From an optimization exercise on the open Yosys and OpenROAD flow, aimed at small area; shortcuts taken in it are not production practice.
In this exercise RTL edits were held to simulation tests only and were not proved equivalent to the original.
Power figures rest on the tool's default switching activity, not on a simulated workload.

==> flow/design.v <==
module bcdcnv(
    input [3:0] nmber,
    output [6:0] svnseg
);
reg [6:0] seg;
always @(nmber)
    begin
        case (nmber)  
            0 : seg = 7'b1000000;
            1 : seg = 7'b1111001;
            2 : seg = 7'b0100100;
            3 : seg = 7'b0110000;
            4 : seg = 7'b0011001;
            5 : seg = 7'b0010010;
            6 : seg = 7'b0100000;
            7 : seg = 7'b1111000;
            8 : seg = 7'b0000000;
            9 : seg = 7'b0010000;
            default : seg = 7'b1111111; 
        endcase
    end
assign svnseg = seg;
endmodule
module secgen (
    input clk,
    input rst,
    output sec
);
parameter CLKCONST = 5000;  
reg [25:0] temp;  
wire tmpzr;
assign tmpzr = temp == 0;
always_ff @(posedge clk) begin
    if (rst)
    temp <= CLKCONST;  
    else if (tmpzr)
    temp <= CLKCONST;
    else
    temp <= temp - 1;
end
assign sec = tmpzr;
endmodule
module afsm (
    input clk,
    input rst,
    input sec,
    output rled0, gled0, yled0,  
    output [3:0] hex0n,  
    output rled1, gled1, yled1,  
    output [3:0] hex1n  
);
parameter WAY1 = 2'b00;  
parameter WAY2 = 2'b01;
parameter CHR1 = 2'b11;
parameter CHR2 = 2'b10;
wire chr1half, chr2half;
wire chr1done, chr2done;
reg [1:0] state;
wire stateisway1;
assign stateisway1 = state == WAY1;
wire stateisway2;
assign stateisway2 = state == WAY2;
wire stateischr1;
assign stateischr1 = state == CHR1;
wire stateischr2;
assign stateischr2 = state == CHR2;
always_ff @(posedge clk) begin
    if(rst)
    state <= WAY1;
    else
        if(stateisway1)
        state <= chr1half? CHR1 : WAY1;
        else if(stateischr1)
        state <= chr1done? WAY2 : CHR1;       
        else if(stateisway2)
        state <= chr2half? CHR2 : WAY2;
        else if(stateischr2)
        state <= chr2done? WAY1 : CHR2;
        else
        state <= state; 
end
reg [3:0] cntdwn; 
always_ff @(posedge clk) begin
    if(rst)
    cntdwn <= 9;
    else
    if(chr1done|chr2done)
    cntdwn <= 9;
    else if(sec)
    cntdwn <= cntdwn - 1;
end
assign chr1done = cntdwn == 0;
assign chr2done = chr1done;
assign chr1half = cntdwn == 3;
assign chr2half = chr1half;
assign gled0 = stateisway1;  
assign rled0 = stateisway2 | stateischr2;  
assign yled0 = stateischr1;  
assign hex0n = stateisway1? cntdwn - 4 : cntdwn;
assign gled1 = stateisway2;  
assign rled1 = stateisway1 | stateischr1;  
assign yled1 = stateischr2;  
assign hex1n = stateisway2? cntdwn - 4 : cntdwn;  
endmodule
module mfsm (
    input clk,
    input rst,
    input sec,
    input chrtsw,
    output rled0, gled0, yled0,  
    output [3:0] hex0n,  
    output rled1, gled1, yled1,  
    output [3:0] hex1n  
);
parameter WAY1 = 2'b00;  
parameter WAY2 = 2'b01;
parameter CHR1 = 2'b11;
parameter CHR2 = 2'b10;
wire chr1done, chr2done;
reg [1:0] state;
wire stateisway1;
assign stateisway1 = state == WAY1;
wire stateisway2;
assign stateisway2 = state == WAY2;
wire stateischr1;
assign stateischr1 = state == CHR1;
wire stateischr2;
assign stateischr2 = state == CHR2;
always_ff @(posedge clk) begin
    if(rst)
    state <= chrtsw? WAY1 : WAY2;
    else
        if(stateisway1)
        state <= (chrtsw&sec)? CHR1 : WAY1;
        else if(stateischr1)
        state <= (chr1done)? WAY2 : CHR1;       
        else if(stateisway2)
        state <= (!chrtsw&sec)? CHR2 : WAY2; 
        else if(stateischr2)
        state <= (chr2done&sec)? WAY1 : CHR2;
        else
        state <= state; 
end
reg [1:0] cntdwn; 
always_ff @(posedge clk) begin
    if(rst)
    cntdwn <= 2'd3;
    else if(sec)
    cntdwn <= (stateischr1 | stateischr2)? cntdwn-1 : 3;
end
assign chr1done = cntdwn == 2'b0;
assign chr2done = chr1done;
assign gled0 = stateisway1;  
assign rled0 = stateisway2 | stateischr2;  
assign yled0 = stateischr1;  
assign hex0n = (stateisway1 | stateisway2)? 4'd9 : cntdwn;  
assign gled1 = stateisway2;  
assign rled1 = stateisway1 | stateischr1;  
assign yled1 = stateischr2;  
assign hex1n = (stateisway1 | stateisway2)? 4'd9 : cntdwn;  
endmodule
module lcddisp(
  input clk,
  input rst,
  output reg lcd_e, lcd_rs,
  output reg [7:0] data
);
parameter EHIGH = 100;
parameter CHARLEN = 200;
integer j;
reg [7:0] Datas;
always @(*) begin
  case (j)
  1  : Datas =  8'h38;   	 
  2  : Datas =  8'h0C;   	 
  3  : Datas =  8'h06;   	 
  4  : Datas =  8'h01;   	 
  5  : Datas =  8'h80;   	 
  6  : Datas =  8'h54;   	 
  7  : Datas =  8'h68;   	 
  8  : Datas =  8'h69;   	 
  9  : Datas =  8'h20;   	 
  10 : Datas =  8'h4E;   	 
  11 : Datas =  8'h67;   	 
  12 : Datas =  8'h68;   	 
  13 : Datas =  8'h69;   	 
  14 : Datas =  8'h65;   	 
  15 : Datas =  8'h6D;   	 
  16 : Datas =  8'h20;   	 
  17 : Datas =  8'h35;   	 
  18 : Datas =  8'hC0;    
  19 : Datas =  8'h42;   	 
  20 : Datas =  8'h4D;   	 
  21 : Datas =  8'h44;   	 
  22 : Datas =  8'h54;   	 
  23 : Datas =  8'h20;   	 
  24 : Datas =  8'h44;   	 
  25 : Datas =  8'h48;   	 
  26 : Datas =  8'h42;   	 
  27 : Datas =  8'h4B;   	 
  default : Datas = 8'h00;
  endcase
end
integer i; 
always @(posedge clk) begin
  if (rst) begin
  i = 0; j = 1;
  lcd_e = 0; lcd_rs = 0;
  data = 8'h00;
  end
  else begin
  if (i <= EHIGH) begin
  i = i + 1; lcd_e = 1;
  data = Datas;
  end
  else if (i > EHIGH & i < CHARLEN) begin
  i = i + 1; lcd_e = 0;
  end
  else if (i == CHARLEN) begin
  j = j + 1; i = 0;
  end
  else i = 0;
  if (j <= 5 )
    lcd_rs = 0;  
  else if (j > 5 & j< 18)
    lcd_rs = 1;   
  else if (j == 18)
    lcd_rs = 0;
  else if (j > 27) begin 
    lcd_rs = 1;
    j = 5;
    end
  else
   lcd_rs = 1;
  end
end
endmodule
module lab5 (
    input clk,
    input rst,
    input masw,  
    input chrtsw,  
    output lcdrs, lcdrw, lcden,  
    output [7:0] lcddata,
    output rled0, gled0, yled0,  
    output [6:0] hex0,  
    output rled1, gled1, yled1,  
    output [6:0] hex1,  
    output [3:0] hex1nmo,
	output sectest
);
lcddisp ilcddisp (clk,rst,lcden,lcdrs,lcddata);
assign lcdrw = 0;
wire rled0a, rled0m;
assign rled0 = masw? rled0a : rled0m;
wire gled0a, gled0m;
assign gled0 = masw? gled0a : gled0m;
wire yled0a, yled0m;
assign yled0 = masw? yled0a : yled0m;
wire [6:0] hex0a, hex0m;
assign hex0 = masw? hex0a : hex0m;
wire rled1a, rled1m;
assign rled1 = masw? rled1a : rled1m;
wire gled1a, gled1m;
assign gled1 = masw? gled1a : gled1m;
wire yled1a, yled1m;
assign yled1 = masw? yled1a : yled1m;
wire [6:0] hex1a, hex1m;
assign hex1 = masw? hex1a : hex1m;
wire sec;
wire [3:0] hex0na,hex1na;
afsm iafsm (
    clk,
    rst,
	sec,
    rled0a, gled0a, yled0a,  
    hex0na,  
    rled1a, gled1a, yled1a,  
    hex1na  
);
wire [3:0] hex0nm;
wire [3:0] hex1nm;
assign hex1nmo = hex1nm;
mfsm imfsm (
    clk,
    rst,
    sec,
    chrtsw, 
    rled0m, gled0m, yled0m,  
    hex0nm,  
    rled1m, gled1m, yled1m,  
    hex1nm  
);
bcdcnv ibcdcnv1 (hex0na,hex0a);
bcdcnv ibcdcnv2 (hex1na,hex1a);
bcdcnv ibcdcnv3 (hex0nm,hex0m);
bcdcnv ibcdcnv4 (hex1nm,hex1m);
secgen isecgen (clk,rst,sec);
assign sectest = sec;
endmodule
==> flow/run.sh <==
#!/bin/bash
# synth_recipe.tcl (not shown) runs the flow's synth.tcl, then flattens the netlist and writes it again
# the make line also repeats each setting of config.mk as NAME=value (left out here)
make -C /OpenROAD-flow-scripts/flow DESIGN_CONFIG=/design/flow/config.mk WORK_HOME=/design/flow/orfs CLKGATE_MAP_FILE= SYNTH_SCRIPT=/design/flow/synth_recipe.tcl finish
==> flow/config.mk <==
export PLATFORM = sky130hd
export DESIGN_NAME = lab5
export DESIGN_NICKNAME = lab5
export VERILOG_FILES = /design/flow/design.v
export SDC_FILE = /design/flow/constraint.sdc
export NUM_CORES = 4
export LEC_CHECK = 0
export CAP_MARGIN = 20
export CORE_MARGIN = 2
export CORE_UTILIZATION = 40
export SLEW_MARGIN = 20
==> flow/constraint.sdc <==
create_clock -name core_clock -period 10.0 [get_ports {clk}]
set_input_delay 2.0000 -clock core_clock [delete_from_list [all_inputs] [get_ports {clk}]]
set_output_delay 2.0000 -clock core_clock [all_outputs]
set_load 0.01 [all_outputs]
==> reports/summary.log <==
qor: finish.fillerInstances 1,724
qor: die.design.die.area 0.01861 mm^2
qor: logic_synthesis.synth.mux.area_fraction 0.01231
qor: critical_path.critPathMostFrequentCell clkdlybuf4s50_1
qor: clocking.buffer_count_from_post_cts_setup_fixing 0
qor: critical_path.library_cell_contributing_the_largest_single_delay_on_the_critical_path clkdlybuf4s50_1
qor: routing.drtPass1Iterations 6
qor: critical_path.timing.critical_path.cells clkdlybuf4s50_1, nor2_1, nand3_1, o21ai_0, clkdlybuf4s50_1
qor: logic_synthesis.avgSynthCellArea 7.794 um^2
qor: power.ir_drop 110.5 uV
qor: sta.tightestPinTransition 954.7 ps
qor: logic_synthesis.syn_area 0.007014 mm^2
qor: power.p_clk_frac 0.440
qor: placement.hpwl_detailed 11,240 um
qor: logic_synthesis.ys_warn_count 5
qor: finish.fin_util 0.4681
qor: clocking.root_buffer_master clkbuf_16
qor: logic_synthesis.synth-edff-count 2
qor: routing.drcViolationCount 0
qor: die.core 0.01724 mm^2
qor: critical_path.cp_data_required_time 8000 ps
qor: logic_synthesis.post_syn_instances 900
qor: clocking.cts-root-to-sink-buffers 2
qor: logic_synthesis.synthArstFlopShare 0
qor: power.internal_power 1.003 mW
qor: routing.avgRoutedWirePerCell 13.88 um
qor: critical_path.rr_worst_depth 17
qor: critical_path.worst_setup_end_kind output port
qor: global_route.grt.overflow.total 0
qor: power.static-leakage-power 2.978 nW
qor: die.chipWidth 136.4 um
qor: power.switching_power 369.8 uW
qor: logic_synthesis.synth_top_family_by_area simple AND/OR/NAND/NOR gates
qor: placement.io_buffers 37
qor: critical_path.start_kind input port
qor: routing.routed_via_density 5.333
qor: critical_path.r2r_start ilcddisp.j[0]
qor: critical_path.worst-endpoint-arrival 3890 ps
qor: clocking.tritoncts yes
qor: sta.rsz0062_at_grt false
qor: sta.worst_slew_margin_rel 0.3586
qor: routing.detail_route.wirelength 15,960 um
qor: sta.fin_worst_skew 14.72 ps
qor: logic_synthesis.dominantRegCellSynth dfxtp_1
qor: clocking.tritoncts.num_buffers 17
qor: routing.dr_total_vias 6,133
qor: hold_path.worst_hold_path_type flop to flop
qor: sta.number_of_setup_violations_in_the_final_report 0
qor: placement.routabilityCongestion 0.8190
qor: clocking.postCtsHoldBufs 0
qor: placement.numPlacedInstances 1,118
qor: critical_path.setup.worst_path.class input port to output port
qor: critical_path.timing.reg2reg.setup_slack 5120 ps
qor: sta.max_freq 169.8 MHz
qor: run.cap_violations 0
qor: power.powerDensity 170.2 mW/mm^2
qor: sta.report.final.hold_viol_count 0
qor: logic_synthesis.post_synth_fa_ha_maj_area_fraction 0.04995
qor: sta.slew_violations 0
qor: routing.detail_route.iter0.violations 439
qor: clocking.clock_sinks 118
qor: finish.final_cell_count_without_fillers 1,150
qor: finish.layout-drive-gt1-share 0.06703
qor: sta.setup_tns 0 ps
qor: logic_synthesis.ys_types 77
qor: run_status.run_status no timing/DRC/antenna violations
qor: hold_path.timing.hold.worst.start ilcddisp.data[6]
qor: finish.num-nets-final 944
qor: clocking.cts.htree.levels 4
qor: clocking.ctsResizeCount 0
qor: die.initial_core_utilization 0.4069
qor: critical_path.crit_buf_inv 2
qor: clocking.clk_transition_reported_paths 60 ps
qor: die.rows 48
qor: logic_synthesis.synth-compound-area-share 0.1259
qor: hold_path.worst_hold_path.num_cells 2
qor: power.power_frac_seq 0.363
qor: global_route.track_usage 0.1798
qor: global_route.antenna_found_initial 0
qor: power.pwr-share-comb 0.197
qor: logic_synthesis.simple_gate_fraction_of_synth_area 0.3095
qor: global_route.grt_pass1_wl 26,970 um
qor: sta.timing.final.ws_setup 4109 ps
qor: finish.layout_overhead_on_the_synthesized_area 15.02%
qor: power.power_switching_share 0.2693
qor: global_route.grt_max_degree 41
qor: placement.placement.setup.worst_slack 4082 ps
qor: finish.multi_input_area 0.004303 mm^2
qor: logic_synthesis.register_bit_total_from_synthesis 118
qor: logic_synthesis.ys_seq_area_frac 0.3396
qor: die.num_io_pins 40
qor: global_route.number_of_global_route_vias_before_repair 5,590
qor: finish.antenna_diode_count 0
qor: sta.timing.final.crit_share 0.5891
qor: critical_path.critical_path.top_delay_family buffers and inverters
qor: die.floorplan.die.height 136.4 um
qor: hold_path.min_delay_worst_endpoint ilcddisp.data[6]
qor: routing.detail-route-antenna-nets 0
qor: critical_path.path_max_fanout 19
qor: logic_synthesis.synth-xor-area-share 0.1147
qor: clocking.clk-insertion-delay-late 420 ps
qor: critical_path.critical_path.max_stage_delay 730 ps
qor: sta.fin_crit 5891 ps
qor: finish.layout.area.seq 0.002382 mm^2
-- synth_stat cells, types with 4 or more instances --
| library cell | number | share of area |
|---|---|---|
| a211oi_1 | 7 | 0.0075 |
| xnor2_1 | 45 | 0.056 |
| buf_2 | 11 | 0.0078 |
| nand2_1 | 77 | 0.041 |
| o31ai_1 | 4 | 0.0043 |
| o21ai_0 | 31 | 0.022 |
| xor2_1 | 45 | 0.056 |
| nand3_1 | 44 | 0.031 |
| a21oi_1 | 41 | 0.029 |
| and4_1 | 7 | 0.0087 |
| or4_1 | 7 | 0.0075 |
| clkbuf_1 | 33 | 0.018 |
| nand4_1 | 21 | 0.019 |
| or3_1 | 12 | 0.011 |
| a21boi_0 | 5 | 0.0054 |
| inv_1 | 30 | 0.016 |
| ha_1 | 28 | 0.050 |
| nor3_1 | 26 | 0.019 |
| o21ai_1 | 4 | 0.0029 |
| nor4_1 | 29 | 0.026 |
| dfxtp_1 | 116 | 0.33 |
| or2_2 | 5 | 0.0045 |
| nand2b_1 | 7 | 0.0062 |
| o211ai_1 | 7 | 0.0075 |
| nand3b_1 | 4 | 0.0043 |
| o22ai_1 | 4 | 0.0036 |
| and2_1 | 6 | 0.0054 |
| a21o_1 | 6 | 0.0064 |
| mux2_2 | 5 | 0.0080 |
| nor2_1 | 152 | 0.081 |
| and3_1 | 15 | 0.013 |
-- cell families (layout without fill, tap and decap cells) --
logic type | Yosys count | after routing
simple gates | 435 | 435
compound gates | 139 | 139
flops | 118 | 118
other cells | 1 | 2
buf+inv | 80 | 104
mux | 8 | 8
xor+xnor | 91 | 91
fa+ha+maj | 28 | 28
-- area by class of cell --
| class | count | share of cell area |
|---|---|---|
| Clock buffer | 17 | 0.05273 |
| Clock inverter | 15 | 0.02016 |
| Tap cell | 225 | 0.03489 |
| Multi-Input combinational cell | 703 | 0.5333 |
| Timing Repair Buffer | 40 | 0.04870 |
| Sequential cell | 118 | 0.2953 |
| Inverter | 32 | 0.01489 |
-- state kept, by name, indices dropped and copies added (netlist names), named ones only --
| signal | flops |
|---|---|
| ilcddisp.j | 32 |
| iafsm.state | 2 |
| isecgen.temp | 26 |
| ilcddisp.data | 8 |
| ilcddisp.lcd_rs | 1 |
| iafsm.cntdwn | 4 |
| ilcddisp.i | 32 |
| imfsm.state | 2 |
| ilcddisp.lcd_e | 1 |
| imfsm.cntdwn | 2 |
-- per-stage QoR --
step | hold slack [ps] | total power [mW] | area (um^2)
finish | 448.8 | 1.373 | 8068
global route | 470.6 | 1.445 | 8068
CTS | 450.1 | 1.389 | 8068
detailed placement | 443.1 | 0.7801 | 7480
global placement | 439.1 | 0.7818 | 7480
floorplan | 429.7 | 0.6723 | 7018
-- layer usage --
layer  track usage  vias up  share of wire
met5             0        -              0
met4       0.06424        0          0.013
met3       0.03691       18          0.036
met2        0.2716      124           0.43
met1        0.2529     2818           0.52
li1              -     3173              -
-- worst register-to-register path: cells and delay by family (launching register included) --
kind | cells | cell delay [ps]
flip-flops | 1 | 550
AO/OA/AOI/OAI | 4 | 570
buffers and inverters | 1 | 100
adder cells (fa/ha/maj) | 2 | 660
XOR/XNOR | 1 | 180
AND/OR/NAND/NOR | 9 | 2690
-- power by group through the flow --
stage / registers (mW) / logic (mW) / clock network [mW]
final: 0.499 / 0.271 / 0.604
after global routing: 0.501 / 0.303 / 0.642
after CTS: 0.499 / 0.273 / 0.617
after detailed placement: 0.509 / 0.271 / 0
after global placement: 0.508 / 0.273 / 0
after floorplan: 0.506 / 0.166 / 0
-- how the worst max path moves through the flow --
stage | from | to | cells past startpoint
floorplan | masw | hex0[1] | 3
global route | masw | hex1[0] | 5
detailed placement | masw | hex0[3] | 5
global placement | masw | hex0[0] | 5
CTS | masw | hex0[3] | 5
finish | masw | hex1[0] | 5
-- cell usage in the layout, fill, tap and decap left out, types with 29 or more instances in the layout --
| cell | count |
|---|---|
| nand2_1 | 77 |
| nor4_1 | 29 |
| a21oi_1 | 41 |
| xor2_1 | 45 |
| dfxtp_1 | 116 |
| clkdlybuf4s50_1 | 37 |
| o21ai_0 | 31 |
| inv_1 | 30 |
| nor2_1 | 152 |
| nand3_1 | 44 |
| xnor2_1 | 45 |

afterwards: timing with drivers on the ports:
How much do the figures lean on ideal ports? The routed layout below was timed once more, with nothing changed but the port constraints. Step 1 assumes that a clkbuf_16 drives the clock port and a buf_2 every other input. Step 2 times the ports against the registers' clock, not the clock port: input delays grow and output delays shrink by t, the midpoint of the rising clock arrivals with the driver on. Three values: ideal, step 1, step 2; two values: the first two.
t (ns): 0.460
setup slack, ns: 4.109 / 4.085 / 4.085
clock arrival spread, ns: 0.018 / 0.018
After both steps this run still meets setup and hold. The setup slack of this run moves by -0.024 ns with the drivers and by -0.024 ns with both steps.
